Context: an optimization exercise on an open-source flow, tuned for small area, a short achievable clock period and few clock cycles per item. The choices shown serve that exercise and are no tape-out recipe.
RTL that was checked went through simulation tests only; none was proved equivalent to the original.
The RTL of run 2 was laid out without a check of its function.

### flow/config.mk
export PLATFORM = sky130hd
export DESIGN_NAME = fir_top
export DESIGN_NICKNAME = fir_top
export VERILOG_FILES = /design/flow/design.v
export SDC_FILE = /design/flow/constraint.sdc
export NUM_CORES = 4
export LEC_CHECK = 0
export CAP_MARGIN = 20
export CORE_MARGIN = 2
export CORE_UTILIZATION = 65
export CTS_BUF_LIST = sky130_fd_sc_hd__clkbuf_8
export CTS_CLUSTER_SIZE = 30
export SETUP_SLACK_MARGIN = 5
export SLEW_MARGIN = 20
export SYNTH_HIERARCHICAL = 1
### flow/constraint.sdc
create_clock -name core_clock -period 10.0 [get_ports {clk}]
set_input_delay 2.0000 -clock core_clock [delete_from_list [all_inputs] [get_ports {clk}]]
set_output_delay 2.0000 -clock core_clock [all_outputs]
set_load 0.01 [all_outputs]
### flow/design.v
module fir_top (
    input  wire       clk,
    input  wire       resetN,
    input  wire       sampleClk,
    input  wire [7:0] sample,
    output wire [7:0] sum,
    output reg        dav
);
   reg [7:0] h1, h2, h3, h4, h5, h6, h7, h8;
   reg [8:0] s34, s25, s16;
   reg [9:0] m3;
   reg [19:0] t1;
   reg [3:0] ic;
   wire busy = ~ic[3] | ~ic[2];
   wire en = sampleClk | busy;
   wire [7:0] xin = busy ? 8'd0 : sample;
   wire s_1, c_2;
   ha us_1 (h2[0], h3[0], s_1, c_2);
   wire s_3, c_4;
   ha us_3 (h2[1], h3[1], s_3, c_4);
   wire s_5, c_6;
   ha us_5 (h2[2], h3[2], s_5, c_6);
   wire s_7, c_8;
   ha us_7 (h2[3], h3[3], s_7, c_8);
   wire s_9, c_10;
   ha us_9 (h2[4], h3[4], s_9, c_10);
   wire s_11, c_12;
   ha us_11 (h2[5], h3[5], s_11, c_12);
   wire s_13, c_14;
   ha us_13 (h2[6], h3[6], s_13, c_14);
   wire s_15, c_16;
   ha us_15 (h2[7], h3[7], s_15, c_16);
   wire s_17, c_18;
   ha us_17 (h2[7], h3[7], s_17, c_18);
   wire G_19 = c_4 | (s_3 & c_2);
   wire G_21 = c_6 | (s_5 & c_4);
   wire P_22 = s_5 & s_3;
   wire G_23 = c_8 | (s_7 & c_6);
   wire P_24 = s_7 & s_5;
   wire G_25 = c_10 | (s_9 & c_8);
   wire P_26 = s_9 & s_7;
   wire G_27 = c_12 | (s_11 & c_10);
   wire P_28 = s_11 & s_9;
   wire G_29 = c_14 | (s_13 & c_12);
   wire P_30 = s_13 & s_11;
   wire G_31 = c_16 | (s_15 & c_14);
   wire P_32 = s_15 & s_13;
   wire G_33 = c_18 | (s_17 & c_16);
   wire P_34 = s_17 & s_15;
   wire G_35 = G_21 | (P_22 & c_2);
   wire G_37 = G_23 | (P_24 & G_19);
   wire G_39 = G_25 | (P_26 & G_21);
   wire P_40 = P_26 & P_22;
   wire G_41 = G_27 | (P_28 & G_23);
   wire P_42 = P_28 & P_24;
   wire G_43 = G_29 | (P_30 & G_25);
   wire P_44 = P_30 & P_26;
   wire G_45 = G_31 | (P_32 & G_27);
   wire P_46 = P_32 & P_28;
   wire G_47 = G_33 | (P_34 & G_29);
   wire P_48 = P_34 & P_30;
   wire G_49 = G_39 | (P_40 & c_2);
   wire G_51 = G_41 | (P_42 & G_19);
   wire G_53 = G_43 | (P_44 & G_35);
   wire G_55 = G_45 | (P_46 & G_37);
   wire G_57 = G_47 | (P_48 & G_39);
   wire P_58 = P_48 & P_40;
   wire G_59 = G_57 | (P_58 & c_2);
   wire [8:0] s34n;
   assign s34n[0] = ~(s_1);
   assign s34n[1] = ~(s_3 ^ c_2);
   assign s34n[2] = ~(s_5 ^ G_19);
   assign s34n[3] = ~(s_7 ^ G_35);
   assign s34n[4] = ~(s_9 ^ G_37);
   assign s34n[5] = ~(s_11 ^ G_49);
   assign s34n[6] = ~(s_13 ^ G_51);
   assign s34n[7] = ~(s_15 ^ G_53);
   assign s34n[8] = s_17 ^ G_55;
   wire s_61, c_62;
   ha us_61 (h1[0], h4[0], s_61, c_62);
   wire s_63, c_64;
   ha us_63 (h1[1], h4[1], s_63, c_64);
   wire s_65, c_66;
   ha us_65 (h1[2], h4[2], s_65, c_66);
   wire s_67, c_68;
   ha us_67 (h1[3], h4[3], s_67, c_68);
   wire s_69, c_70;
   ha us_69 (h1[4], h4[4], s_69, c_70);
   wire s_71, c_72;
   ha us_71 (h1[5], h4[5], s_71, c_72);
   wire s_73, c_74;
   ha us_73 (h1[6], h4[6], s_73, c_74);
   wire s_75, c_76;
   ha us_75 (h1[7], h4[7], s_75, c_76);
   wire s_77, c_78;
   ha us_77 (h1[7], h4[7], s_77, c_78);
   wire G_79 = c_64 | (s_63 & c_62);
   wire G_81 = c_66 | (s_65 & c_64);
   wire P_82 = s_65 & s_63;
   wire G_83 = c_68 | (s_67 & c_66);
   wire P_84 = s_67 & s_65;
   wire G_85 = c_70 | (s_69 & c_68);
   wire P_86 = s_69 & s_67;
   wire G_87 = c_72 | (s_71 & c_70);
   wire P_88 = s_71 & s_69;
   wire G_89 = c_74 | (s_73 & c_72);
   wire P_90 = s_73 & s_71;
   wire G_91 = c_76 | (s_75 & c_74);
   wire P_92 = s_75 & s_73;
   wire G_93 = c_78 | (s_77 & c_76);
   wire P_94 = s_77 & s_75;
   wire G_95 = G_81 | (P_82 & c_62);
   wire G_97 = G_83 | (P_84 & G_79);
   wire G_99 = G_85 | (P_86 & G_81);
   wire P_100 = P_86 & P_82;
   wire G_101 = G_87 | (P_88 & G_83);
   wire P_102 = P_88 & P_84;
   wire G_103 = G_89 | (P_90 & G_85);
   wire P_104 = P_90 & P_86;
   wire G_105 = G_91 | (P_92 & G_87);
   wire P_106 = P_92 & P_88;
   wire G_107 = G_93 | (P_94 & G_89);
   wire P_108 = P_94 & P_90;
   wire G_109 = G_99 | (P_100 & c_62);
   wire G_111 = G_101 | (P_102 & G_79);
   wire G_113 = G_103 | (P_104 & G_95);
   wire G_115 = G_105 | (P_106 & G_97);
   wire G_117 = G_107 | (P_108 & G_99);
   wire P_118 = P_108 & P_100;
   wire G_119 = G_117 | (P_118 & c_62);
   wire [8:0] s25n;
   assign s25n[0] = ~(s_61);
   assign s25n[1] = ~(s_63 ^ c_62);
   assign s25n[2] = ~(s_65 ^ G_79);
   assign s25n[3] = ~(s_67 ^ G_95);
   assign s25n[4] = ~(s_69 ^ G_97);
   assign s25n[5] = ~(s_71 ^ G_109);
   assign s25n[6] = ~(s_73 ^ G_111);
   assign s25n[7] = ~(s_75 ^ G_113);
   assign s25n[8] = s_77 ^ G_115;
   wire s_121, c_122;
   ha us_121 (xin[0], h5[0], s_121, c_122);
   wire s_123, c_124;
   ha us_123 (xin[1], h5[1], s_123, c_124);
   wire s_125, c_126;
   ha us_125 (xin[2], h5[2], s_125, c_126);
   wire s_127, c_128;
   ha us_127 (xin[3], h5[3], s_127, c_128);
   wire s_129, c_130;
   ha us_129 (xin[4], h5[4], s_129, c_130);
   wire s_131, c_132;
   ha us_131 (xin[5], h5[5], s_131, c_132);
   wire s_133, c_134;
   ha us_133 (xin[6], h5[6], s_133, c_134);
   wire s_135, c_136;
   ha us_135 (xin[7], h5[7], s_135, c_136);
   wire s_137, c_138;
   ha us_137 (xin[7], h5[7], s_137, c_138);
   wire G_139 = c_124 | (s_123 & c_122);
   wire G_141 = c_126 | (s_125 & c_124);
   wire P_142 = s_125 & s_123;
   wire G_143 = c_128 | (s_127 & c_126);
   wire P_144 = s_127 & s_125;
   wire G_145 = c_130 | (s_129 & c_128);
   wire P_146 = s_129 & s_127;
   wire G_147 = c_132 | (s_131 & c_130);
   wire P_148 = s_131 & s_129;
   wire G_149 = c_134 | (s_133 & c_132);
   wire P_150 = s_133 & s_131;
   wire G_151 = c_136 | (s_135 & c_134);
   wire P_152 = s_135 & s_133;
   wire G_153 = c_138 | (s_137 & c_136);
   wire P_154 = s_137 & s_135;
   wire G_155 = G_141 | (P_142 & c_122);
   wire G_157 = G_143 | (P_144 & G_139);
   wire G_159 = G_145 | (P_146 & G_141);
   wire P_160 = P_146 & P_142;
   wire G_161 = G_147 | (P_148 & G_143);
   wire P_162 = P_148 & P_144;
   wire G_163 = G_149 | (P_150 & G_145);
   wire P_164 = P_150 & P_146;
   wire G_165 = G_151 | (P_152 & G_147);
   wire P_166 = P_152 & P_148;
   wire G_167 = G_153 | (P_154 & G_149);
   wire P_168 = P_154 & P_150;
   wire G_169 = G_159 | (P_160 & c_122);
   wire G_171 = G_161 | (P_162 & G_139);
   wire G_173 = G_163 | (P_164 & G_155);
   wire G_175 = G_165 | (P_166 & G_157);
   wire G_177 = G_167 | (P_168 & G_159);
   wire P_178 = P_168 & P_160;
   wire G_179 = G_177 | (P_178 & c_122);
   wire [8:0] s16n;
   assign s16n[0] = ~(s_121);
   assign s16n[1] = ~(s_123 ^ c_122);
   assign s16n[2] = ~(s_125 ^ G_139);
   assign s16n[3] = ~(s_127 ^ G_155);
   assign s16n[4] = ~(s_129 ^ G_157);
   assign s16n[5] = ~(s_131 ^ G_169);
   assign s16n[6] = ~(s_133 ^ G_171);
   assign s16n[7] = ~(s_135 ^ G_173);
   assign s16n[8] = s_137 ^ G_175;
   wire s_181, c_182;
   ha us_181 (xin[1], xin[0], s_181, c_182);
   wire s_183, c_184;
   ha us_183 (xin[2], xin[1], s_183, c_184);
   wire s_185, c_186;
   ha us_185 (xin[3], xin[2], s_185, c_186);
   wire s_187, c_188;
   ha us_187 (xin[4], xin[3], s_187, c_188);
   wire s_189, c_190;
   ha us_189 (xin[5], xin[4], s_189, c_190);
   wire s_191, c_192;
   ha us_191 (xin[6], xin[5], s_191, c_192);
   wire s_193, c_194;
   ha us_193 (xin[7], xin[6], s_193, c_194);
   wire s_195, c_196;
   ha us_195 (xin[7], xin[7], s_195, c_196);
   wire s_197, c_198;
   ha us_197 (xin[7], xin[7], s_197, c_198);
   wire G_199 = c_182 | (s_181 & 1'b0);
   wire G_201 = c_184 | (s_183 & c_182);
   wire P_202 = s_183 & s_181;
   wire G_203 = c_186 | (s_185 & c_184);
   wire P_204 = s_185 & s_183;
   wire G_205 = c_188 | (s_187 & c_186);
   wire P_206 = s_187 & s_185;
   wire G_207 = c_190 | (s_189 & c_188);
   wire P_208 = s_189 & s_187;
   wire G_209 = c_192 | (s_191 & c_190);
   wire P_210 = s_191 & s_189;
   wire G_211 = c_194 | (s_193 & c_192);
   wire P_212 = s_193 & s_191;
   wire G_213 = c_196 | (s_195 & c_194);
   wire P_214 = s_195 & s_193;
   wire G_215 = c_198 | (s_197 & c_196);
   wire P_216 = s_197 & s_195;
   wire G_217 = G_201 | (P_202 & 1'b0);
   wire G_219 = G_203 | (P_204 & G_199);
   wire G_221 = G_205 | (P_206 & G_201);
   wire P_222 = P_206 & P_202;
   wire G_223 = G_207 | (P_208 & G_203);
   wire P_224 = P_208 & P_204;
   wire G_225 = G_209 | (P_210 & G_205);
   wire P_226 = P_210 & P_206;
   wire G_227 = G_211 | (P_212 & G_207);
   wire P_228 = P_212 & P_208;
   wire G_229 = G_213 | (P_214 & G_209);
   wire P_230 = P_214 & P_210;
   wire G_231 = G_215 | (P_216 & G_211);
   wire P_232 = P_216 & P_212;
   wire G_233 = G_221 | (P_222 & 1'b0);
   wire G_235 = G_223 | (P_224 & G_199);
   wire G_237 = G_225 | (P_226 & G_217);
   wire G_239 = G_227 | (P_228 & G_219);
   wire G_241 = G_229 | (P_230 & G_221);
   wire P_242 = P_230 & P_222;
   wire G_243 = G_231 | (P_232 & G_223);
   wire P_244 = P_232 & P_224;
   wire G_245 = G_241 | (P_242 & 1'b0);
   wire G_247 = G_243 | (P_244 & G_199);
   wire [9:0] m3n;
   assign m3n[0] = ~(xin[0]);
   assign m3n[1] = ~(s_181 ^ 1'b0);
   assign m3n[2] = ~(s_183 ^ G_199);
   assign m3n[3] = ~(s_185 ^ G_217);
   assign m3n[4] = ~(s_187 ^ G_219);
   assign m3n[5] = ~(s_189 ^ G_233);
   assign m3n[6] = ~(s_191 ^ G_235);
   assign m3n[7] = ~(s_193 ^ G_237);
   assign m3n[8] = ~(s_195 ^ G_239);
   assign m3n[9] = s_197 ^ G_245;
   wire s_249, c_250;
   fa us_249 (s25[0], ~h7[0], 1'b1, s_249, c_250);
   wire s_251, c_252;
   fa us_251 (~s34[0], s25[1], 1'b1, s_251, c_252);
   wire s_253, c_254;
   xr xs_253 (h7[1], c_250, s_253);
   anb ns_253 (h7[1], c_250, c_254);
   wire s_255, c_256;
   fa us_255 (~s34[1], s25[2], s25[0], s_255, c_256);
   wire s_257, c_258;
   fa us_257 (s16[0], ~h7[2], c_252, s_257, c_258);
   wire s_259, c_260;
   ha us_259 (s_255, c_254, s_259, c_260);
   wire s_261, c_262;
   fa us_261 (~s34[2], s34[0], 1'b1, s_261, c_262);
   wire s_263, c_264;
   fa us_263 (s25[3], s25[1], s16[1], s_263, c_264);
   wire s_265, c_266;
   fa us_265 (~h7[3], h7[0], h8[0], s_265, c_266);
   wire s_267, c_268;
   fa us_267 (c_256, s_261, s_263, s_267, c_268);
   wire s_269, c_270;
   fa us_269 (s_265, c_258, c_260, s_269, c_270);
   wire s_271, c_272;
   fa us_271 (~s34[3], s34[1], 1'b1, s_271, c_272);
   wire s_273, c_274;
   fa us_273 (s25[4], s25[2], s25[0], s_273, c_274);
   wire s_275, c_276;
   fa us_275 (s16[2], s16[0], h7[1], s_275, c_276);
   wire s_277, c_278;
   fa us_277 (~h7[4], h8[1], c_262, s_277, c_278);
   wire s_279, c_280;
   fa us_279 (c_264, c_266, s_271, s_279, c_280);
   wire s_281, c_282;
   fa us_281 (s_273, s_275, c_268, s_281, c_282);
   wire s_283, c_284;
   fa us_283 (s_277, s_279, c_270, s_283, c_284);
   wire s_285, c_286;
   fa us_285 (s34[4], h7[5], h7[0], s_285, c_286);
   wire s_287, c_288;
   fa us_287 (s34[2], s25[5], s25[3], s_287, c_288);
   wire s_289, c_290;
   fa us_289 (s25[1], s16[3], s16[1], s_289, c_290);
   wire s_291, c_292;
   fa us_291 (h7[2], h8[2], c_272, s_291, c_292);
   wire s_293, c_294;
   fa us_293 (c_274, c_276, s_287, s_293, c_294);
   wire s_295, c_296;
   fa us_295 (~s_285, s_289, c_278, s_295, c_296);
   wire s_297, c_298;
   fa us_297 (c_280, s_291, s_293, s_297, c_298);
   wire s_299, c_300;
   fa us_299 (c_282, s_295, s_297, s_299, c_300);
   wire s_301, c_302;
   fa us_301 (s34[5], h7[6], h7[1], s_301, c_302);
   wire s_303, c_304;
   fa us_303 (s34[3], s25[6], s25[4], s_303, c_304);
   wire s_305, c_306;
   fa us_305 (s25[2], s16[4], s16[2], s_305, c_306);
   wire s_307, c_308;
   fa us_307 (s16[0], h7[3], h8[3], s_307, c_308);
   wire s_309, c_310;
   fa us_309 (~c_286, c_288, c_290, s_309, c_310);
   wire s_311, c_312;
   fa us_311 (~s_301, s_303, s_305, s_311, c_312);
   wire s_313, c_314;
   fa us_313 (s_307, c_292, c_294, s_313, c_314);
   wire s_315, c_316;
   fa us_315 (s_309, s_311, c_296, s_315, c_316);
   wire s_317, c_318;
   fa us_317 (c_298, s_313, s_315, s_317, c_318);
   wire s_319, c_320;
   fa us_319 (~s34[6], s34[4], s34[0], s_319, c_320);
   wire s_321, c_322;
   fa us_321 (s25[7], s25[5], s25[3], s_321, c_322);
   wire s_323, c_324;
   fa us_323 (s16[5], s16[3], s16[1], s_323, c_324);
   wire s_325, c_326;
   fa us_325 (h7[7], h7[4], h8[4], s_325, c_326);
   wire s_327, c_328;
   fa us_327 (h7[2], c_302, ~c_304, s_327, c_328);
   wire s_329, c_330;
   fa us_329 (c_306, c_308, s_319, s_329, c_330);
   wire s_331, c_332;
   fa us_331 (s_321, s_323, s_325, s_331, c_332);
   wire s_333, c_334;
   fa us_333 (c_310, c_312, ~s_327, s_333, c_334);
   wire s_335, c_336;
   fa us_335 (s_329, s_331, c_314, s_335, c_336);
   wire s_337, c_338;
   fa us_337 (s_333, c_316, s_335, s_337, c_338);
   wire s_339, c_340;
   fa us_339 (s34[7], s25[0], h7[3], s_339, c_340);
   wire s_341, c_342;
   fa us_341 (s34[5], s34[1], s25[8], s_341, c_342);
   wire s_343, c_344;
   fa us_343 (s25[6], s25[4], s16[6], s_343, c_344);
   wire s_345, c_346;
   fa us_345 (s16[4], s16[2], h7[5], s_345, c_346);
   wire s_347, c_348;
   fa us_347 (h8[5], c_320, c_322, s_347, c_348);
   wire s_349, c_350;
   fa us_349 (c_324, c_326, s_341, s_349, c_350);
   wire s_351, c_352;
   fa us_351 (~s_339, s_343, s_345, s_351, c_352);
   wire s_353, c_354;
   fa us_353 (~c_328, c_330, c_332, s_353, c_354);
   wire s_355, c_356;
   fa us_355 (s_347, s_349, s_351, s_355, c_356);
   wire s_357, c_358;
   fa us_357 (c_334, s_353, s_355, s_357, c_358);
   wire s_359, c_360;
   ha us_359 (c_336, s_357, s_359, c_360);
   wire s_361, c_362;
   fa us_361 (s34[8], s25[1], h7[4], s_361, c_362);
   wire s_363, c_364;
   fa us_363 (s34[6], s34[2], s25[7], s_363, c_364);
   wire s_365, c_366;
   fa us_365 (s25[5], s16[7], s16[5], s_365, c_366);
   wire s_367, c_368;
   fa us_367 (s16[3], h7[6], h8[6], s_367, c_368);
   wire s_369, c_370;
   fa us_369 (~c_340, c_342, c_344, s_369, c_370);
   wire s_371, c_372;
   fa us_371 (c_346, s_363, s_365, s_371, c_372);
   wire s_373, c_374;
   fa us_373 (~s_361, s_367, c_348, s_373, c_374);
   wire s_375, c_376;
   fa us_375 (c_350, c_352, s_369, s_375, c_376);
   wire s_377, c_378;
   fa us_377 (s_371, c_354, s_373, s_377, c_378);
   wire s_379, c_380;
   fa us_379 (c_356, s_375, s_377, s_379, c_380);
   wire s_381, c_382;
   ha us_381 (c_358, c_360, s_381, c_382);
   wire s_383, c_384;
   fa us_383 (s34[7], s34[3], 1'b1, s_383, c_384);
   wire s_385, c_386;
   fa us_385 (s34[0], s25[2], h7[7], s_385, c_386);
   wire s_387, c_388;
   fa us_387 (s25[8], s25[6], s16[8], s_387, c_388);
   wire s_389, c_390;
   fa us_389 (s16[6], s16[4], ~h7[5], s_389, c_390);
   wire s_391, c_392;
   fa us_391 (h8[7], c_362, ~c_364, s_391, c_392);
   wire s_393, c_394;
   fa us_393 (c_366, c_368, s_383, s_393, c_394);
   wire s_395, c_396;
   fa us_395 (~s_385, s_387, s_389, s_395, c_396);
   wire s_397, c_398;
   fa us_397 (c_370, c_372, ~s_391, s_397, c_398);
   wire s_399, c_400;
   fa us_399 (s_393, s_395, c_374, s_399, c_400);
   wire s_401, c_402;
   fa us_401 (c_376, s_397, c_378, s_401, c_402);
   wire s_403, c_404;
   fa us_403 (s_399, c_380, s_401, s_403, c_404);
   wire s_405, c_406;
   fa us_405 (s34[8], s34[4], s25[7], s_405, c_406);
   wire s_407, c_408;
   fa us_407 (s34[1], s25[3], h7[6], s_407, c_408);
   wire s_409, c_410;
   fa us_409 (s16[7], s16[5], c_384, s_409, c_410);
   wire s_411, c_412;
   fa us_411 (~c_386, c_388, c_390, s_411, c_412);
   wire s_413, c_414;
   fa us_413 (~s_405, s_407, c_392, s_413, c_414);
   wire s_415, c_416;
   fa us_415 (c_394, c_396, s_409, s_415, c_416);
   wire s_417, c_418;
   fa us_417 (s_411, c_398, ~s_413, s_417, c_418);
   wire s_419, c_420;
   fa us_419 (s_415, c_400, s_417, s_419, c_420);
   wire s_421, c_422;
   ha us_421 (c_402, s_419, s_421, c_422);
   wire s_423, c_424;
   fa us_423 (s34[5], s25[8], s16[8], s_423, c_424);
   wire s_425, c_426;
   fa us_425 (s34[2], s25[4], ~s16[6], s_425, c_426);
   wire s_427, c_428;
   fa us_427 (h7[7], c_406, ~c_408, s_427, c_428);
   wire s_429, c_430;
   fa us_429 (s_423, ~s_425, c_410, s_429, c_430);
   wire s_431, c_432;
   fa us_431 (c_412, s_427, ~c_414, s_431, c_432);
   wire s_433, c_434;
   fa us_433 (c_416, s_429, c_418, s_433, c_434);
   wire s_435, c_436;
   fa us_435 (s_431, c_420, s_433, s_435, c_436);
   wire s_437, c_438;
   fa us_437 (s34[6], ~s34[3], 1'b1, s_437, c_438);
   wire s_439, c_440;
   fa us_439 (~s25[5], s16[7], c_424, s_439, c_440);
   wire s_441, c_442;
   fa us_441 (~c_426, s_437, c_428, s_441, c_442);
   wire s_443, c_444;
   fa us_443 (s_439, c_430, s_441, s_443, c_444);
   wire s_445, c_446;
   fa us_445 (c_432, s_443, c_434, s_445, c_446);
   wire s_447, c_448;
   fa us_447 (s34[7], ~s34[4], 1'b1, s_447, c_448);
   wire s_449, c_450;
   fa us_449 (~s25[6], s16[8], c_438, s_449, c_450);
   wire s_451, c_452;
   fa us_451 (s_447, c_440, s_449, s_451, c_452);
   wire s_453, c_454;
   fa us_453 (c_442, s_451, c_444, s_453, c_454);
   wire s_455, c_456;
   fa us_455 (s34[8], ~s34[5], 1'b1, s_455, c_456);
   wire s_457, c_458;
   fa us_457 (~s25[7], c_448, s_455, s_457, c_458);
   wire s_459, c_460;
   fa us_459 (c_450, s_457, c_452, s_459, c_460);
   wire s_461, c_462;
   ha us_461 (s34[6], s25[8], s_461, c_462);
   wire s_463, c_464;
   fa us_463 (~s_461, c_456, c_458, s_463, c_464);
   wire s_465, c_466;
   xr xs_465 (s34[7], c_462, s_465);
   nr ns_465 (s34[7], c_462, c_466);
   wire s_467, c_468;
   xr xs_467 (s_251, s_253, s_467);
   anb ns_467 (s_253, s_251, c_468);
   wire s_469, c_470;
   ha us_469 (s_257, s_259, s_469, c_470);
   wire s_471, c_472;
   ha us_471 (s_267, s_269, s_471, c_472);
   wire s_473, c_474;
   ha us_473 (s_281, s_283, s_473, c_474);
   wire s_475, c_476;
   ha us_475 (c_284, s_299, s_475, c_476);
   wire s_477, c_478;
   ha us_477 (c_300, s_317, s_477, c_478);
   wire s_479, c_480;
   ha us_479 (c_318, s_337, s_479, c_480);
   wire s_481, c_482;
   ha us_481 (c_338, s_359, s_481, c_482);
   wire s_483, c_484;
   ha us_483 (s_379, s_381, s_483, c_484);
   wire s_485, c_486;
   ha us_485 (c_382, s_403, s_485, c_486);
   wire s_487, c_488;
   ha us_487 (c_404, s_421, s_487, c_488);
   wire s_489, c_490;
   ha us_489 (c_422, s_435, s_489, c_490);
   wire s_491, c_492;
   ha us_491 (c_436, s_445, s_491, c_492);
   wire s_493, c_494;
   ha us_493 (c_446, s_453, s_493, c_494);
   wire s_495, c_496;
   ha us_495 (c_454, s_459, s_495, c_496);
   wire s_497, c_498;
   ha us_497 (c_460, s_463, s_497, c_498);
   wire s_499, c_500;
   ha us_499 (c_464, s_465, s_499, c_500);
   wire s_501, c_502;
   xr xs_501 (s34[8], c_466, s_501);
   anb ns_501 (s34[8], c_466, c_502);
   wire G_503 = c_468 | (~s_467 & 1'b0);
   wire G_505 = c_470 | (s_469 & c_468);
   wire P_506 = s_469 & ~s_467;
   wire G_507 = c_472 | (s_471 & c_470);
   wire P_508 = s_471 & s_469;
   wire G_509 = c_474 | (s_473 & c_472);
   wire P_510 = s_473 & s_471;
   wire G_511 = c_476 | (s_475 & c_474);
   wire P_512 = s_475 & s_473;
   wire G_513 = c_478 | (s_477 & c_476);
   wire P_514 = s_477 & s_475;
   wire G_515 = c_480 | (s_479 & c_478);
   wire P_516 = s_479 & s_477;
   wire G_517 = c_482 | (s_481 & c_480);
   wire P_518 = s_481 & s_479;
   wire G_519 = c_484 | (s_483 & c_482);
   wire P_520 = s_483 & s_481;
   wire G_521 = c_486 | (s_485 & c_484);
   wire P_522 = s_485 & s_483;
   wire G_523 = c_488 | (s_487 & c_486);
   wire P_524 = s_487 & s_485;
   wire G_525 = c_490 | (s_489 & c_488);
   wire P_526 = s_489 & s_487;
   wire G_527 = c_492 | (s_491 & c_490);
   wire P_528 = s_491 & s_489;
   wire G_529 = c_494 | (s_493 & c_492);
   wire P_530 = s_493 & s_491;
   wire G_531 = c_496 | (s_495 & c_494);
   wire P_532 = s_495 & s_493;
   wire G_533 = c_498 | (s_497 & c_496);
   wire P_534 = s_497 & s_495;
   wire G_535 = c_500 | (s_499 & c_498);
   wire P_536 = s_499 & s_497;
   wire G_537 = c_502 | (~s_501 & c_500);
   wire P_538 = ~s_501 & s_499;
   wire G_539 = 1'b0 | (1'b0 & c_502);
   wire P_540 = 1'b0 & ~s_501;
   wire G_541 = G_505 | (P_506 & 1'b0);
   wire G_543 = G_507 | (P_508 & G_503);
   wire G_545 = G_509 | (P_510 & G_505);
   wire P_546 = P_510 & P_506;
   wire G_547 = G_511 | (P_512 & G_507);
   wire P_548 = P_512 & P_508;
   wire G_549 = G_513 | (P_514 & G_509);
   wire P_550 = P_514 & P_510;
   wire G_551 = G_515 | (P_516 & G_511);
   wire P_552 = P_516 & P_512;
   wire G_553 = G_517 | (P_518 & G_513);
   wire P_554 = P_518 & P_514;
   wire G_555 = G_519 | (P_520 & G_515);
   wire P_556 = P_520 & P_516;
   wire G_557 = G_521 | (P_522 & G_517);
   wire P_558 = P_522 & P_518;
   wire G_559 = G_523 | (P_524 & G_519);
   wire P_560 = P_524 & P_520;
   wire G_561 = G_525 | (P_526 & G_521);
   wire P_562 = P_526 & P_522;
   wire G_563 = G_527 | (P_528 & G_523);
   wire P_564 = P_528 & P_524;
   wire G_565 = G_529 | (P_530 & G_525);
   wire P_566 = P_530 & P_526;
   wire G_567 = G_531 | (P_532 & G_527);
   wire P_568 = P_532 & P_528;
   wire G_569 = G_533 | (P_534 & G_529);
   wire P_570 = P_534 & P_530;
   wire G_571 = G_535 | (P_536 & G_531);
   wire P_572 = P_536 & P_532;
   wire G_573 = G_537 | (P_538 & G_533);
   wire P_574 = P_538 & P_534;
   wire G_575 = G_539 | (P_540 & G_535);
   wire P_576 = P_540 & P_536;
   wire G_577 = G_545 | (P_546 & 1'b0);
   wire G_579 = G_547 | (P_548 & G_503);
   wire G_581 = G_549 | (P_550 & G_541);
   wire G_583 = G_551 | (P_552 & G_543);
   wire G_585 = G_553 | (P_554 & G_545);
   wire P_586 = P_554 & P_546;
   wire G_587 = G_555 | (P_556 & G_547);
   wire P_588 = P_556 & P_548;
   wire G_589 = G_557 | (P_558 & G_549);
   wire P_590 = P_558 & P_550;
   wire G_591 = G_559 | (P_560 & G_551);
   wire P_592 = P_560 & P_552;
   wire G_593 = G_561 | (P_562 & G_553);
   wire P_594 = P_562 & P_554;
   wire G_595 = G_563 | (P_564 & G_555);
   wire P_596 = P_564 & P_556;
   wire G_597 = G_565 | (P_566 & G_557);
   wire P_598 = P_566 & P_558;
   wire G_599 = G_567 | (P_568 & G_559);
   wire P_600 = P_568 & P_560;
   wire G_601 = G_569 | (P_570 & G_561);
   wire P_602 = P_570 & P_562;
   wire G_603 = G_571 | (P_572 & G_563);
   wire P_604 = P_572 & P_564;
   wire G_605 = G_573 | (P_574 & G_565);
   wire P_606 = P_574 & P_566;
   wire G_607 = G_575 | (P_576 & G_567);
   wire P_608 = P_576 & P_568;
   wire G_609 = G_585 | (P_586 & 1'b0);
   wire G_611 = G_587 | (P_588 & G_503);
   wire G_613 = G_589 | (P_590 & G_541);
   wire G_615 = G_591 | (P_592 & G_543);
   wire G_617 = G_593 | (P_594 & G_577);
   wire G_619 = G_595 | (P_596 & G_579);
   wire G_621 = G_597 | (P_598 & G_581);
   wire G_623 = G_599 | (P_600 & G_583);
   wire G_625 = G_601 | (P_602 & G_585);
   wire P_626 = P_602 & P_586;
   wire G_627 = G_603 | (P_604 & G_587);
   wire P_628 = P_604 & P_588;
   wire G_629 = G_605 | (P_606 & G_589);
   wire P_630 = P_606 & P_590;
   wire G_631 = G_607 | (P_608 & G_591);
   wire P_632 = P_608 & P_592;
   wire G_633 = G_625 | (P_626 & 1'b0);
   wire G_635 = G_627 | (P_628 & G_503);
   wire G_637 = G_629 | (P_630 & G_541);
   wire G_639 = G_631 | (P_632 & G_543);
   wire [19:0] t1n;
   assign t1n[0] = s_249;
   assign t1n[1] = ~s_467 ^ 1'b0;
   assign t1n[2] = s_469 ^ G_503;
   assign t1n[3] = s_471 ^ G_541;
   assign t1n[4] = s_473 ^ G_543;
   assign t1n[5] = s_475 ^ G_577;
   assign t1n[6] = s_477 ^ G_579;
   assign t1n[7] = s_479 ^ G_581;
   assign t1n[8] = s_481 ^ G_583;
   assign t1n[9] = s_483 ^ G_609;
   assign t1n[10] = s_485 ^ G_611;
   assign t1n[11] = s_487 ^ G_613;
   assign t1n[12] = s_489 ^ G_615;
   assign t1n[13] = s_491 ^ G_617;
   assign t1n[14] = s_493 ^ G_619;
   assign t1n[15] = s_495 ^ G_621;
   assign t1n[16] = s_497 ^ G_623;
   assign t1n[17] = s_499 ^ G_633;
   assign t1n[18] = ~s_501 ^ G_635;
   assign t1n[19] = ~(1'b0 ^ G_637);
   wire s_641, c_642;
   fa us_641 (t1[3], m3[0], ~h1[3], s_641, c_642);
   wire s_643, c_644;
   fa us_643 (t1[4], m3[1], ~h1[4], s_643, c_644);
   wire s_645, c_646;
   fa us_645 (t1[5], m3[2], ~h1[5], s_645, c_646);
   wire s_647, c_648;
   fa us_647 (t1[6], m3[3], ~h1[6], s_647, c_648);
   wire s_649, c_650;
   fa us_649 (t1[7], m3[4], h1[7], s_649, c_650);
   wire s_651, c_652;
   fa us_651 (t1[8], m3[5], 1'b1, s_651, c_652);
   wire s_653, c_654;
   ha us_653 (t1[9], m3[6], s_653, c_654);
   wire s_655, c_656;
   ha us_655 (t1[10], m3[7], s_655, c_656);
   wire s_657, c_658;
   ha us_657 (t1[11], m3[8], s_657, c_658);
   wire s_659, c_660;
   ha us_659 (t1[12], m3[9], s_659, c_660);
   wire s_661, c_662;
   xr xs_661 (t1[0], h1[0], s_661);
   anb ns_661 (h1[0], t1[0], c_662);
   wire s_663, c_664;
   xr xs_663 (t1[1], h1[1], s_663);
   anb ns_663 (h1[1], t1[1], c_664);
   wire s_665, c_666;
   xr xs_665 (t1[2], h1[2], s_665);
   anb ns_665 (h1[2], t1[2], c_666);
   wire s_667, c_668;
   ha us_667 (c_642, s_643, s_667, c_668);
   wire s_669, c_670;
   ha us_669 (c_644, s_645, s_669, c_670);
   wire s_671, c_672;
   ha us_671 (c_646, s_647, s_671, c_672);
   wire s_673, c_674;
   ha us_673 (c_648, s_649, s_673, c_674);
   wire s_675, c_676;
   ha us_675 (c_650, s_651, s_675, c_676);
   wire s_677, c_678;
   ha us_677 (c_652, s_653, s_677, c_678);
   wire s_679, c_680;
   ha us_679 (c_654, s_655, s_679, c_680);
   wire s_681, c_682;
   ha us_681 (c_656, s_657, s_681, c_682);
   wire s_683, c_684;
   ha us_683 (c_658, s_659, s_683, c_684);
   wire s_685, c_686;
   ha us_685 (t1[13], c_660, s_685, c_686);
   wire G_687 = c_664 | (~s_663 & c_662);
   wire G_689 = c_666 | (~s_665 & c_664);
   wire P_690 = ~s_665 & ~s_663;
   wire G_691 = 1'b0 | (s_641 & c_666);
   wire P_692 = s_641 & ~s_665;
   wire G_693 = c_668 | (s_667 & 1'b0);
   wire P_694 = s_667 & s_641;
   wire G_695 = c_670 | (s_669 & c_668);
   wire P_696 = s_669 & s_667;
   wire G_697 = c_672 | (s_671 & c_670);
   wire P_698 = s_671 & s_669;
   wire G_699 = c_674 | (s_673 & c_672);
   wire P_700 = s_673 & s_671;
   wire G_701 = c_676 | (s_675 & c_674);
   wire P_702 = s_675 & s_673;
   wire G_703 = c_678 | (s_677 & c_676);
   wire P_704 = s_677 & s_675;
   wire G_705 = c_680 | (s_679 & c_678);
   wire P_706 = s_679 & s_677;
   wire G_707 = c_682 | (s_681 & c_680);
   wire P_708 = s_681 & s_679;
   wire G_709 = c_684 | (s_683 & c_682);
   wire P_710 = s_683 & s_681;
   wire G_711 = c_686 | (s_685 & c_684);
   wire P_712 = s_685 & s_683;
   wire G_713 = 1'b0 | (t1[14] & c_686);
   wire P_714 = t1[14] & s_685;
   wire G_715 = 1'b0 | (t1[15] & 1'b0);
   wire P_716 = t1[15] & t1[14];
   wire G_717 = 1'b0 | (t1[16] & 1'b0);
   wire P_718 = t1[16] & t1[15];
   wire G_719 = 1'b0 | (t1[17] & 1'b0);
   wire P_720 = t1[17] & t1[16];
   wire G_721 = 1'b0 | (t1[18] & 1'b0);
   wire P_722 = t1[18] & t1[17];
   wire G_723 = 1'b0 | (t1[19] & 1'b0);
   wire P_724 = t1[19] & t1[18];
   wire G_725 = G_689 | (P_690 & c_662);
   wire G_727 = G_691 | (P_692 & G_687);
   wire G_729 = G_693 | (P_694 & G_689);
   wire P_730 = P_694 & P_690;
   wire G_731 = G_695 | (P_696 & G_691);
   wire P_732 = P_696 & P_692;
   wire G_733 = G_697 | (P_698 & G_693);
   wire P_734 = P_698 & P_694;
   wire G_735 = G_699 | (P_700 & G_695);
   wire P_736 = P_700 & P_696;
   wire G_737 = G_701 | (P_702 & G_697);
   wire P_738 = P_702 & P_698;
   wire G_739 = G_703 | (P_704 & G_699);
   wire P_740 = P_704 & P_700;
   wire G_741 = G_705 | (P_706 & G_701);
   wire P_742 = P_706 & P_702;
   wire G_743 = G_707 | (P_708 & G_703);
   wire P_744 = P_708 & P_704;
   wire G_745 = G_709 | (P_710 & G_705);
   wire P_746 = P_710 & P_706;
   wire G_747 = G_711 | (P_712 & G_707);
   wire P_748 = P_712 & P_708;
   wire G_749 = G_713 | (P_714 & G_709);
   wire P_750 = P_714 & P_710;
   wire G_751 = G_715 | (P_716 & G_711);
   wire P_752 = P_716 & P_712;
   wire G_753 = G_717 | (P_718 & G_713);
   wire P_754 = P_718 & P_714;
   wire G_755 = G_719 | (P_720 & G_715);
   wire P_756 = P_720 & P_716;
   wire G_757 = G_721 | (P_722 & G_717);
   wire P_758 = P_722 & P_718;
   wire G_759 = G_723 | (P_724 & G_719);
   wire P_760 = P_724 & P_720;
   wire G_761 = G_729 | (P_730 & c_662);
   wire G_763 = G_731 | (P_732 & G_687);
   wire G_765 = G_733 | (P_734 & G_725);
   wire G_767 = G_735 | (P_736 & G_727);
   wire G_769 = G_737 | (P_738 & G_729);
   wire P_770 = P_738 & P_730;
   wire G_771 = G_739 | (P_740 & G_731);
   wire P_772 = P_740 & P_732;
   wire G_773 = G_741 | (P_742 & G_733);
   wire P_774 = P_742 & P_734;
   wire G_775 = G_743 | (P_744 & G_735);
   wire P_776 = P_744 & P_736;
   wire G_777 = G_745 | (P_746 & G_737);
   wire P_778 = P_746 & P_738;
   wire G_779 = G_747 | (P_748 & G_739);
   wire P_780 = P_748 & P_740;
   wire G_781 = G_749 | (P_750 & G_741);
   wire P_782 = P_750 & P_742;
   wire G_783 = G_751 | (P_752 & G_743);
   wire P_784 = P_752 & P_744;
   wire G_785 = G_753 | (P_754 & G_745);
   wire P_786 = P_754 & P_746;
   wire G_787 = G_755 | (P_756 & G_747);
   wire P_788 = P_756 & P_748;
   wire G_789 = G_757 | (P_758 & G_749);
   wire P_790 = P_758 & P_750;
   wire G_791 = G_759 | (P_760 & G_751);
   wire P_792 = P_760 & P_752;
   wire G_793 = G_769 | (P_770 & c_662);
   wire G_795 = G_771 | (P_772 & G_687);
   wire G_797 = G_773 | (P_774 & G_725);
   wire G_799 = G_775 | (P_776 & G_727);
   wire G_801 = G_777 | (P_778 & G_761);
   wire G_803 = G_779 | (P_780 & G_763);
   wire G_805 = G_781 | (P_782 & G_765);
   wire G_807 = G_783 | (P_784 & G_767);
   wire G_809 = G_785 | (P_786 & G_769);
   wire P_810 = P_786 & P_770;
   wire G_811 = G_787 | (P_788 & G_771);
   wire P_812 = P_788 & P_772;
   wire G_813 = G_789 | (P_790 & G_773);
   wire P_814 = P_790 & P_774;
   wire G_815 = G_791 | (P_792 & G_775);
   wire P_816 = P_792 & P_776;
   wire G_817 = G_809 | (P_810 & c_662);
   wire G_819 = G_811 | (P_812 & G_687);
   wire G_821 = G_813 | (P_814 & G_725);
   wire G_823 = G_815 | (P_816 & G_727);
   wire [19:0] r;
   assign r[0] = ~s_661;
   assign r[1] = ~s_663 ^ c_662;
   assign r[2] = ~s_665 ^ G_687;
   assign r[3] = s_641 ^ G_725;
   assign r[4] = s_667 ^ G_727;
   assign r[5] = s_669 ^ G_761;
   assign r[6] = s_671 ^ G_763;
   assign r[7] = s_673 ^ G_765;
   assign r[8] = s_675 ^ G_767;
   assign r[9] = s_677 ^ G_793;
   assign r[10] = s_679 ^ G_795;
   assign r[11] = s_681 ^ G_797;
   assign r[12] = s_683 ^ G_799;
   assign r[13] = s_685 ^ G_801;
   assign r[14] = t1[14] ^ G_803;
   assign r[15] = t1[15] ^ G_805;
   assign r[16] = t1[16] ^ G_807;
   assign r[17] = t1[17] ^ G_817;
   assign r[18] = t1[18] ^ G_819;
   assign r[19] = t1[19] ^ G_821;
   wire c7;
   carry7 uc7 (r[9:3], sample[6:0], c7);
   wire up0, sp0, sn0, up1, sp1, sn1, up, sp, sn;
   presel ups0 (r[19:10], sample[7], 1'b0, up0, sp0, sn0);
   presel ups1 (r[19:10], sample[7], 1'b1, up1, sp1, sn1);
   mux3 upsm (c7, {up0, sp0, sn0}, {up1, sp1, sn1}, {up, sp, sn});
   reg [7:0] rq;
   reg upq, spq, snq;
   wire [7:0] rinc = rq + upq;
   assign sum = spq ? 8'h7f : snq ? 8'h80 : rinc;
   always @(posedge clk, negedge resetN)
     if (!resetN) begin
        ic <= 4'd0;
        dav <= 1'b0;
     end else begin
        if (busy) ic <= ic + 4'd1;
        dav <= sampleClk & ~busy;
     end
   always @(posedge clk) begin
      rq <= r[18:11];
      upq <= up; spq <= sp; snq <= sn;
      if (en) begin
         t1 <= t1n;
         s34 <= s34n; s25 <= s25n; s16 <= s16n;
         m3 <= m3n;
         h1 <= xin; h2 <= h1; h3 <= h2; h4 <= h3;
         h5 <= h4; h6 <= h5; h7 <= h6; h8 <= h7;
      end
   end
endmodule
module carry7 (input [6:0] a, input [6:0] b, output c);
   wire [7:0] s = {1'b0, a} + {1'b0, b};
   assign c = s[7];
endmodule
module presel (input [9:0] r, input x7, input c, output up, output sp, output sn);
   wire signed [8:0] rs = r[9:1];
   wire nx = ~x7;
   wire n0 = ~r[0] & ~nx & ~c;
   wire n3 = r[0] & nx & c;
   assign up = (r[0] & nx) | (r[0] & c) | (nx & c);
   assign sp = (rs >= 9'sd129) | ((rs == 9'sd128) & ~n0) | ((rs == 9'sd127) & n3);
   assign sn = (rs <= -9'sd130) | ((rs == -9'sd129) & ~n3) | ((rs == -9'sd128) & n0);
endmodule
module mux3 (input s, input [2:0] a, input [2:0] b, output [2:0] y);
   assign y = s ? b : a;
endmodule
module fa (input a, input b, input c, output s, output co);
   assign s = a ^ b ^ c;
   assign co = (a & b) | (a & c) | (b & c);
endmodule
module ha (input a, input b, output s, output co);
   assign s = a ^ b;
   assign co = a & b;
endmodule
module xr (input a, input b, output y);
   assign y = a ^ b;
endmodule
module nr (input a, input b, output y);
   assign y = ~(a | b);
endmodule
module anb (input a, input b, output y);
   assign y = ~a & b;
endmodule
### flow/run.sh
#!/bin/bash
# synth_recipe.tcl (not shown) runs the flow's synth.tcl, then flattens the netlist and writes it again
# the make line also repeats each setting of config.mk as NAME=value (left out here)
make -C /OpenROAD-flow-scripts/flow DESIGN_CONFIG=/design/flow/config.mk WORK_HOME=/design/flow/orfs CLKGATE_MAP_FILE= SYNTH_SCRIPT=/design/flow/synth_recipe.tcl finish
==> impl_metrics.yaml, run 1 <==
floorplan:
  die_area_sq_mm: 0.01614
  die_h_microns: 127.1
  ioPinCount: 20
  start_util_pct: 67.22
  row_count: 44
  core_sq_mm: 0.01464
  die_w_microns: 127.1
clocking:
  clk-insertion-delay-late_ps: 470
  clock_path_buffers: 2
  clock_sinks: 137
  tritoncts: "done"
  root_buffer: "clkbuf_8"
  hold_buffers: 0
  clk_pin_slew_ps: 90
  cts_buffers: 17
  htree_levels: 4
routing:
  wl_per_cell_microns: 21.84
  ant_nets: 0
  vias_per_cell: 6.103
  wl_mm: 22.17
  first_pass_iters: 5
  drcViolationCount: 0
  drt_iter0_drc: 470
  vias: 6195
worst_hold_path:
  min_from: "h6[3]"
  worstHoldPathType: "flip-flop to flip-flop"
layout:
  fin_area_sq_mm: 0.01092
  multi_input_area_sq_mm: 0.005749
  final_nets: 1022
  n_fill_cell: 947
  diodes: 0
  drive_gt1_share_pct: 12.76
  synthToLayoutAreaGrowth_pct: 10.92
  final_common_cell: "edfxtp_1"
  fin_util_pct: 74.56
  final_cell_mix: "edfxtp_1, fa_1, ha_1, inv_1"
  seq_area_sq_mm: 0.003979
placement:
  gp_congestion: 0.8934
  io_buffers: 19
  hpwlAfterDp_mm: 17.16
  dpl_cell_area_sq_mm: 0.01030
synth:
  synthFlopType: "edfxtp_1"
  yosys_warnings: 7
  ys_seq_area_share_pct: 40.42
  syn_avg_cell_area_sq_um: 13.11
  synth_area_sq_mm: 0.009843
  synth_seq_cells: 137
  syn-instance-count: 751
  ys_types: 58
  synth_enable_flop_cells: 121
  async_reset_ff_share_pct: 3.650
grt:
  grt_overflow: 0
  grt_usage_pct: 29.31
  grt_pass1_vias: 6519
  grt_start_max_net_pins: 77
  antenna_found_initial: 0
  grt_pass1_wl_mm: 35.22
worst_setup_path:
  critPathKind: "flip-flop to flip-flop"
  cp-start-kind: "flip-flop"
  end_kind: "flip-flop"
  critPathBufInv: 1
  cp_max_fo: 3
  timing.rr.start: "h7[4]"
  critPathArrivalTime_ps: 5120
  cpMostUsedCell: "fa_1"
  crit_path_start: "h7[4]"
  worst_path_max_delay_cell: "fa_1"
  max_stage_delay_ps: 530
  worstPathRequired_ps: 10210
  worstPathCellList: "buf_4 > fa_1 > fa_1 > fa_1 > fa_1 > fa_1 > fa_2 > ha_4 > a21oi_2 > nand2_1 > a31oi_1 > o2bb2ai_2 > and4_1 > or3_1"
  crit_family: "adder cells"
status:
  status: "timing/DRC/antenna clean"
timing:
  hold-worst-slack_ps: 425.2
  layout_min_cycle_time_ps: 4903
  slew_headroom_pct: 33.04
  setup_viol_count_final: 0
  min_period_over_period_pct: 49.03
  finalHoldViolations: 0
  fin_tns_setup_ps: 0
  skew_ps: 15.70
  fmax_mhz: 203.9
  rsz0062_at_grt: "no"
  slew_violations: 0
  tightest_slew_ps: 1004
run:
  cap_violations: 0
==> Yosys cell counts, types with 3 or more instances <==
cell type	n	area share, %
a211o_1	4	0.36
a21o_1	20	1.5
a21oi_1	41	2.1
a21oi_2	3	0.27
a31oi_1	4	0.25
and3_1	20	1.3
clkbuf_1	5	0.19
dfrtp_1	5	1.3
dfxtp_1	11	2.2
edfxtp_1	121	37
fa_1	108	22
ha_1	85	11
inv_1	59	2.2
mux2_2	4	0.46
nand2_1	39	1.5
nand2b_1	7	0.44
nand3_1	15	0.76
nand4_1	4	0.25
nor2_1	27	1.0
nor2b_1	4	0.25
nor2b_4	6	0.84
nor3_1	10	0.51
o21a_1	6	0.46
o21ai_0	18	0.92
o21ai_1	4	0.20
o21bai_1	3	0.23
o41ai_1	4	0.36
o41ai_2	3	0.50
or2_2	6	0.38
or4_1	4	0.31
xnor2_1	28	2.5
xor2_1	38	3.4
==> per-module statistics from Yosys, one instance, submodules excluded, excerpt <==
module	times used	area, sq um
carry7	1	125.1
ha	71	12.51
presel	2	86.33
fa	108	20.02
xr	6	8.758
nr	1	3.754
fir_top	1	6322
==> per-stage QoR <==
| step | std cells | setup slack [ps] |
|---|---|---|
| after floorplan | 764 | 5088 |
| after global placement | 962 | 4940 |
| after detailed placement | 962 | 4907 |
| after CTS | 1002 | 5017 |
| after global routing | 1015 | 4985 |
| final | 1015 | 5097 |
==> timing repair <==
action	CTS	global route
gates cloned	0	0
pin swaps	1	1
endpoints found under the hold margin	0	0
resized for setup	4	15
buffers inserted	8	13
endpoints found under the setup margin	4	6
==> worst register-to-register path: cells and delay by family, from the launching register on <==
family / cells / cell delay, ps
AND/OR/NAND/NOR: 3 / 630
AO/OA/AOI/OAI: 3 / 450
buffers and inverters: 1 / 190
adder cells (fa/ha/maj): 7 / 2900
flip-flops: 1 / 470
==> per-layer routing <==
layer	track usage [%]	wire length (microns)	up-vias
li1	-	-	2799
met1	42.19	9861	3169
met2	47.53	10820	196
met3	4.271	1119	31
met4	8.339	366	0
met5	0	0	-
==> state kept, by name, summed over array words and instances, names as in the netlist, 4 cells and up <==
register and count:
m3 10, h1 8, h3 8, rq 8
h5 8, s16 9, ic 4, s25 9
h8 8, s34 9, h2 8, h7 8
t1 20, h4 8, h6 8
==> final timing paths <==
kind	end	slack (ps)	depth (start not counted)
worst max-delay path	t1[16]	5100	14
worst min-delay path	h7[3]	430	0
worst max register to register	t1[16]	5100	14
worst min register to register	h7[3]	430	0
max in group asynchronous	dav	8050	1
min in group asynchronous	ic[0]	1760	1
==> kinds of logic (layout without fill, tap and decap cells) <==
family	after synthesis	in the layout	share of synthesized area, %
fa+ha+maj	195	195	32.97
simple gates	152	152	8.402
flops	137	137	40.42
compound gates	130	130	9.305
xor+xnor	66	66	5.873
buf+inv	65	132	2.491
mux	4	4	0.4576
other cells	2	15	0.07630
==> area by class of cell <==
| type | count | area share, % |
|---|---|---|
| multi-input combinational | 562 | 52.66 |
| sequential | 137 | 36.44 |
| timing repair buffer | 41 | 3.255 |
| clock buffer | 17 | 2.143 |
| tap | 184 | 2.109 |
| inverter | 59 | 2.028 |
| clock inverter | 15 | 1.364 |
Testbench counts, summed over its fixed seeds: cycles 12,008, items 12,000.
==> run 2, diff against run 1 <==
==> flow/design.v (replaced) <==
module fir_top (
    input  wire       clk,
    input  wire       resetN,
    input  wire       sampleClk,
    input  wire [7:0] sample,
    output reg  [7:0] sum,
    output reg        dav
);
   reg signed [7:0] h1, h2, h3, h4, h5, h6, h7, h8;
   reg signed [16:0] qh;
   wire signed [7:0] x = sample;
   wire signed [16:0] a = qh + x;
   reg [7:0] sumNext;
   always @* begin
      sumNext = a[15:8] + a[7];
      if (!a[16] && a[15]) sumNext = 8'h7f;
      if (a[16] && !a[15]) sumNext = 8'h80;
   end
   wire signed [19:0] qNext = 20'sd8 * h8 - 20'sd25 * (x + h7) - 20'sd84 * (h1 + h6)
                              + 20'sd235 * (h2 + h5) + 20'sd890 * (h3 + h4);
   always @(posedge clk, negedge resetN)
     if (!resetN) begin
        h1 <= 0; h2 <= 0; h3 <= 0; h4 <= 0;
        h5 <= 0; h6 <= 0; h7 <= 0; h8 <= 0;
        qh <= 0;
        sum <= 0;
        dav <= 0;
     end else begin
        dav <= sampleClk;
        if (sampleClk) begin
           sum <= sumNext;
           qh <= qNext[19:3];
           h1 <= x; h2 <= h1; h3 <= h2; h4 <= h3;
           h5 <= h4; h6 <= h5; h7 <= h6; h8 <= h7;
        end
     end
endmodule
==> flow/config.mk (replaced) <==
export PLATFORM = sky130hd
export DESIGN_NAME = fir_top
export DESIGN_NICKNAME = fir_top
export VERILOG_FILES = /design/flow/design.v
export SDC_FILE = /design/flow/constraint.sdc
export NUM_CORES = 4
export LEC_CHECK = 0
export CAP_MARGIN = 20
export CORE_MARGIN = 2
export CORE_UTILIZATION = 40
export SLEW_MARGIN = 20
==> impl_metrics.yaml, run 2 <==
timing:
  skew_ps: 8.969
  slew_violations: 0
  tightest_slew_ps: 1013
  fmax_mhz: 105.8
  setup_viol_count_final: 0
  rsz0062_at_grt: "yes"
  layout_min_cycle_time_ps: 9450
  min_period_over_period_pct: 94.50
  fin_tns_setup_ps: 0
  slew_headroom_pct: 30.74
  finalHoldViolations: 0
worst_setup_path:
  endpoint: "qh[16]"
  timing.rr.start: "h3[0]"
  max_stage_delay_ps: 540
  reg2reg_depth: 32
  worst_path_max_delay_cell: "fa_1"
  cp-start-kind: "flip-flop"
  cpMostUsedCell: "fa_1"
  critPathKind: "flip-flop to flip-flop"
  r2r_setup_slack_ps: 550
  cp_max_fo: 5
  crit_path_start: "h3[0]"
  worstPathRequired_ps: 10190
  end_kind: "flip-flop"
  r2r_end: "qh[16]"
  critPathArrivalTime_ps: 9640
layout:
  largest_register_ffs: 17
  n_fill_cell: 2898
  final_cells: 1607
  synthToLayoutAreaGrowth_pct: 8.510
  multi_input_area_sq_mm: 0.009017
  final_nets: 1595
  diodes: 0
  largest_register: "qh"
  final_common_cell: "inv_1"
  final_cell_mix: "inv_1, ha_1, fa_1, dfrtp_1, mux2_2"
  drive_gt1_share_pct: 10.16
  seq_area_sq_mm: 0.002252
floorplan:
  die_w_microns: 180.0
  die_h_microns: 180.0
  core_sq_mm: 0.03059
  ioPinCount: 20
  start_util_pct: 40.52
  die_area_sq_mm: 0.03241
  row_count: 64
synth:
  yosysMostFrequentCell: "inv_1"
  yosys-top-cells-count: "inv_1, ha_1, fa_1"
  ys_types: 56
  synthFlopType: "dfrtp_1"
  synth_seq_cells: 90
  async_reset_ff_share_pct: 100.0
  synth_area_leader_cell: "fa_1"
  syn_avg_cell_area_sq_um: 10.46
  netlist_top_cells_area: "fa_1, ha_1, dfrtp_1"
  synth_top_area_share_pct: 23.90
  ys_seq_area_share_pct: 18.17
  yosys_warnings: 1
  synth_enable_flop_cells: 0
  synth_area_sq_mm: 0.01239
  syn-instance-count: 1185
routing:
  ant_nets: 0
  drt_iter0_drc: 252
  wl_mm: 24.83
  drcViolationCount: 0
  vias: 7659
  wl_per_cell_microns: 15.45
  first_pass_iters: 4
  vias_per_cell: 4.766
grt:
  grt_pass1_vias: 8144
  grt_pass1_wl_mm: 42.57
  grt_overflow: 0
  grt_start_max_net_pins: 90
  grt_usage_pct: 16.42
  antenna_found_initial: 0
clocking:
  hold_buffers: 0
  htree_levels: 3
  clock_path_buffers: 2
  cts_buffers: 9
  clk_pin_slew_ps: 70
  clk-insertion-delay-late_ps: 350
  tritoncts: "done"
  cts_setup_buffers: 0
  clock_sinks: 90
  root_buffer: "clkbuf_16"
placement:
  place_inst: 1591
  gp_congestion: 0.8207
  hpwlAfterDp_mm: 21.46
  io_buffers: 19
run:
  cap_violations: 0
status:
  status: "timing/DRC/antenna clean"
worst_hold_path:
  worstHoldPathType: "flip-flop to flip-flop"
-- run 2: through the flow --
| step | worst slack (ps) | hold slack (ps) | instance area (sq um) | utilization [%] |
|---|---|---|---|---|
| 2_1_floorplan | 1007 | 473.9 | 12390 | - |
| 3_3_place_gp | 391.1 | 497.5 | 13030 | 42.60 |
| 3_5_place_dp | 172.5 | 504.6 | 13030 | 42.60 |
| 4_1_cts | 110.2 | 520.6 | 13390 | 43.77 |
| 5_1_grt | -31.00 | 540.1 | 13450 | 43.97 |
| 6_report | 549.6 | 516.0 | 13450 | 43.97 |
-- run 2: how the worst min path moves through the flow --
| stage | from | end | slack, ps | cells past startpoint |
|---|---|---|---|---|
| after floorplan | h7[0] | h8[0] | 470 | 2 |
| after global placement | qh[2] | qh[2] | 500 | 1 |
| after detailed placement | qh[7] | qh[7] | 500 | 1 |
| after CTS | qh[7] | qh[7] | 520 | 1 |
| after global routing | qh[14] | qh[14] | 540 | 1 |
| final | qh[7] | qh[7] | 520 | 1 |
-- run 2: timing repair --
| action | CTS | global route |
|---|---|---|
| resized for setup | 0 | 14 |
| endpoints found under the setup margin | 0 | 5 |
| endpoints found under the hold margin | 0 | 0 |
-- run 2: cell families after synthesis --
family / share of synthesized area (%)
simple gates: 4.028
fa+ha+maj: 47.12
mux: 7.733
compound gates: 7.662
buf+inv: 9.560
flops: 18.17
xor+xnor: 5.724
-- run 2: cell type report --
type                    count  share of cell area, %
clock buffers              10                  1.777
repair buffers             25                  1.712
multi-input cells         788                  67.05
flip-flops and latches     90                  16.75
inverters                 292                  8.150
clock inverters             6                 0.8838
well taps                 396                  3.684
-- run 2: critical path, delay by kind of cell (launching register included) --
family | cells | cell delay [ps]
adders and majority gates | 14 | 5750
AOI/OAI and AO/OA | 11 | 1930
xor gates and xnor gates | 3 | 560
and+or+nand+nor | 2 | 460
DFF | 1 | 390
buffers and inverters | 2 | 190
-- run 2: routing by layer --
layer / wire, microns / global-route usage, %
met5: 0 / 0
met4: 178 / 2.097
met3: 522 / 2.162
met2: 12220 / 28.11
met1: 11910 / 22.89

afterwards: timing with drivers on the ports:
No port has a modelled driver above. Below, the same layouts with a new extraction and two added sets of constraints. Step 1 sets driving cells, clkbuf_16 on the clock port and buf_2 on the other inputs (assumed; they add their load-dependent delay and slew). Step 2 moves the port delays by t, midway between the first and last clock arrival at a register: inputs arrive t later, outputs are due t later. That takes back most of the time a late clock gives input paths. a / b / c = ideal / step 1 / step 2; a / b = the first two.
| run | shift t [ns] | setup slack, ns | latest minus earliest clock arrival (ns) | worst register clock-pin slew, ns |
|---|---|---|---|---|
| run 1 | 0.499 | 5.097 / 5.097 / 5.097 | 0.015 / 0.016 | 0.10 / 0.10 |
| run 2 | 0.391 | 0.550 / 0.550 / 0.499 | 0.009 / 0.009 | 0.07 / 0.07 |
After both steps setup and hold are still met in every run listed. For run 2, which loses most, drivers alone change the setup slack by 0.000 ns; drivers and shift together by -0.051 ns.
